From an optimization exercise on the open Yosys and OpenROAD flow, aimed at small area, a short achievable clock period and few clock cycles; shortcuts taken in it are not production practice. Power and IR drop assume default switching activity.

== old ==
==> module full_reciprocal, before the edit <==
module full_reciprocal(
input logic clk,
input logic rst,  
input logic start,
output logic ready,
input logic [15:0] input0,
output logic [23:0] output0  
);
localparam int FL = 15;           
localparam int XW = FL - 1;       
localparam int KMAX = 1 << (20 - FL);
logic          busy;   
logic          first;  
logic [15:0]   x;      
logic [XW:0]   p;      
logic [19:0]   q;      
logic [19:0]   res;    
assign output0 = {4'b0, res};
logic fast;
assign fast = |x[15:FL-1];
logic [KMAX+1:8] t;    
always_comb begin
	for (int k = 8; k <= KMAX; k++) t[k] = ({4'b0, x} <= 20'(524288 / k));
	t[KMAX+1] = 1'b0;
end
logic [19:0] fq;
always_comb begin
	fq = '0;
	for (int k = 8; k <= KMAX; k++)
		if (t[k] & ~t[k+1]) fq = fq | 20'(k);
end
logic [XW-1:0] xs;     
logic [XW-1:0] y;
logic [XW-1:0] msk;    
logic [XW-1:0] msb;    
assign xs = x[XW-1:0];
assign y  = xs - 1'b1;
always_comb begin
	msk[XW-1] = y[XW-1];
	for (int i = XW-2; i >= 0; i--) msk[i] = msk[i+1] | y[i];
	msb = y & ~(msk >> 1);
end
logic [XW-1:0] r1;
assign r1 = ~y & msk;
logic [XW+1:0] diff;
logic          qb;
logic [XW-1:0] r;
assign diff = {1'b0, p} - {2'b0, xs};
assign qb   = ~diff[XW+1];
assign r    = qb ? diff[XW-1:0] : p[XW-1:0];
logic fdone, sdone;
assign fdone = first & fast;
assign sdone = busy & ~first & q[19];
always_ff @(posedge clk) begin
	if (!busy)
		x <= input0;
	if (first) begin
		p <= {r1, 1'b0};
		q <= {{(18-XW){1'b0}}, msb, ~msk[0], 1'b1};
	end else begin
		p <= {r, 1'b0};
		q <= {q[18:0], qb};
	end
	if (!rst) begin
		if (sdone)
			res <= {q[18:0], qb};
		else if (fdone)
			res <= fq;
	end
	if (rst) begin
		busy  <= 1'b0;
		first <= 1'b0;
		ready <= 1'b0;
	end else begin
		busy  <= busy ? ~(fdone | sdone) : start;
		first <= ~busy & start;
		ready <= fdone | sdone;
	end
end
endmodule
Settings: LEC_CHECK=0, CAP_MARGIN=20, CORE_MARGIN=2, CORE_UTILIZATION=40, SLEW_MARGIN=20; clock period 8.0 ns.
standard.sh (not shown) runs the stock make flow with config.mk's settings and CLKGATE_MAP_FILE= SYNTH_SCRIPT=/design/flow/synth_recipe.tcl, a recipe that flattens the netlist after the stock synthesis.
==> flow/flow/run.sh <==
#!/bin/bash
set -euo pipefail
MARGIN=$(cat flow/margin.txt)
bash standard.sh SETUP_SLACK_MARGIN=$MARGIN finish > standard_flow.log 2>&1
==> flow/flow/margin.txt <==
5.5
### old -> new
--- a/flow/design.v
+++ b/flow/design.v
@@ -8,5 +8,5 @@
 output logic [23:0] output0  
 );
-localparam int FL = 15;           
+localparam int FL = 16;           
 localparam int XW = FL - 1;       
 localparam int KMAX = 1 << (20 - FL);
@@ -18,4 +18,24 @@
 logic [19:0]   res;    
 assign output0 = {4'b0, res};
+logic          ta_e;    
+logic [3:0]    ta_q;    
+logic [7:0]    rowa;
+logic [16:8]  ta_ge;   
+assign rowa = input0[15:8];
+always_comb begin
+	ta_ge[8] = rowa <= 8'd255;
+	ta_ge[9] = rowa <= 8'd226;
+	ta_ge[10] = rowa <= 8'd203;
+	ta_ge[11] = rowa <= 8'd185;
+	ta_ge[12] = rowa <= 8'd169;
+	ta_ge[13] = rowa <= 8'd156;
+	ta_ge[14] = rowa <= 8'd145;
+	ta_ge[15] = rowa <= 8'd135;
+	ta_ge[16] = 1'b0;
+	ta_q = '0;
+	for (int k = 8; k <= 15; k++)
+		if (ta_ge[k] & ~ta_ge[k+1]) ta_q = ta_q | 4'(k);
+end
+assign ta_e = (rowa >= 8'd128) & ~((rowa == 8'd128) | (rowa == 8'd136) | (rowa == 8'd146) | (rowa == 8'd157) | (rowa == 8'd170) | (rowa == 8'd186) | (rowa == 8'd204) | (rowa == 8'd227));
 logic fast;
 assign fast = |x[15:FL-1];
@@ -32,16 +52,14 @@
 end
 logic [XW-1:0] xs;     
-logic [XW-1:0] y;
 logic [XW-1:0] msk;    
 logic [XW-1:0] msb;    
 assign xs = x[XW-1:0];
-assign y  = xs - 1'b1;
 always_comb begin
-	msk[XW-1] = y[XW-1];
-	for (int i = XW-2; i >= 0; i--) msk[i] = msk[i+1] | y[i];
-	msb = y & ~(msk >> 1);
+	msk[XW-1] = xs[XW-1];
+	for (int i = XW-2; i >= 0; i--) msk[i] = msk[i+1] | xs[i];
+	msb = xs & ~(msk >> 1);
 end
 logic [XW-1:0] r1;
-assign r1 = ~y & msk;
+assign r1 = (-xs) & msk;
 logic [XW+1:0] diff;
 logic          qb;
@@ -50,5 +68,13 @@
 assign qb   = ~diff[XW+1];
 assign r    = qb ? diff[XW-1:0] : p[XW-1:0];
-logic fdone, sdone;
+logic        pow2;
+logic [19:0] xrev;
+always_ff @(posedge clk) pow2 <= (xs & (xs - 1'b1)) == '0;
+always_comb begin
+	xrev = '0;
+	for (int i = 0; i < XW; i++) xrev[19-i] = xs[i];
+end
+logic tdone, fdone, sdone;
+assign tdone = ~busy & start & ta_e;
 assign fdone = first & fast;
 assign sdone = busy & ~first & q[19];
@@ -58,5 +84,5 @@
 	if (first) begin
 		p <= {r1, 1'b0};
-		q <= {{(18-XW){1'b0}}, msb, ~msk[0], 1'b1};
+		q <= {{(18-XW){1'b0}}, msb, 2'b01};
 	end else begin
 		p <= {r, 1'b0};
@@ -65,7 +91,9 @@
 	if (!rst) begin
 		if (sdone)
-			res <= {q[18:0], qb};
+			res <= pow2 ? xrev : {q[18:0], qb};
 		else if (fdone)
 			res <= fq;
+		else if (tdone)
+			res <= 20'(ta_q);
 	end
 	if (rst) begin
@@ -74,7 +102,7 @@
 		ready <= 1'b0;
 	end else begin
-		busy  <= busy ? ~(fdone | sdone) : start;
-		first <= ~busy & start;
-		ready <= fdone | sdone;
+		busy  <= busy ? ~(fdone | sdone) : start & ~ta_e;
+		first <= ~busy & start & ~ta_e;
+		ready <= fdone | sdone | tdone;
 	end
 end
Findings:
- In the reports for new and old, the smaller post-synthesis share of cell area spent on and, or, nand and nor gates belongs to new.
- Count of vias placed by the detailed router, new and old: smaller value in new
- From old to new the numbers moved as follows: worst hold margin shows a reduction of 0.024 ns, final cell count shows a reduction of about 11%, number of multi-input logic gates shows a reduction of 57.
- Taking old as the reference, in new total power of the final layout rose 7.1%; longest individual stage delay on the worst path lower.
No run of this note included a check of the RTL's function; only the layout flow was run.

[port drivers added, routing unchanged]
The results above use ideal ports. As a check the final layouts listed here were re-extracted and re-timed, cells and wires unchanged. Step 1: set_driving_cell puts a clkbuf_16 on clk and a buf_2 on each other input, an assumption about the parent block. Step 2, shift: input delay + t, output delay - t, t = (earliest + latest rising clock arrival at the registers) / 2. This alone moves slack from input paths to output paths. Slacks: no drivers / after step 1 / after step 2; pairs: no drivers / after step 1.
| run | t, ns | setup slack, ns | hold WS [ns] |
|---|---|---|---|
| old | 0.384 | 5.232 / 5.232 / 5.184 | 0.470 / 0.470 / 0.470 |
| new | 0.370 | 5.106 / 5.099 / 4.729 | 0.447 / 0.447 / 0.447 |
After both steps every run listed still meets setup and hold. For new, which loses most, drivers alone change the setup slack by -0.007 ns; drivers and shift together by -0.377 ns.
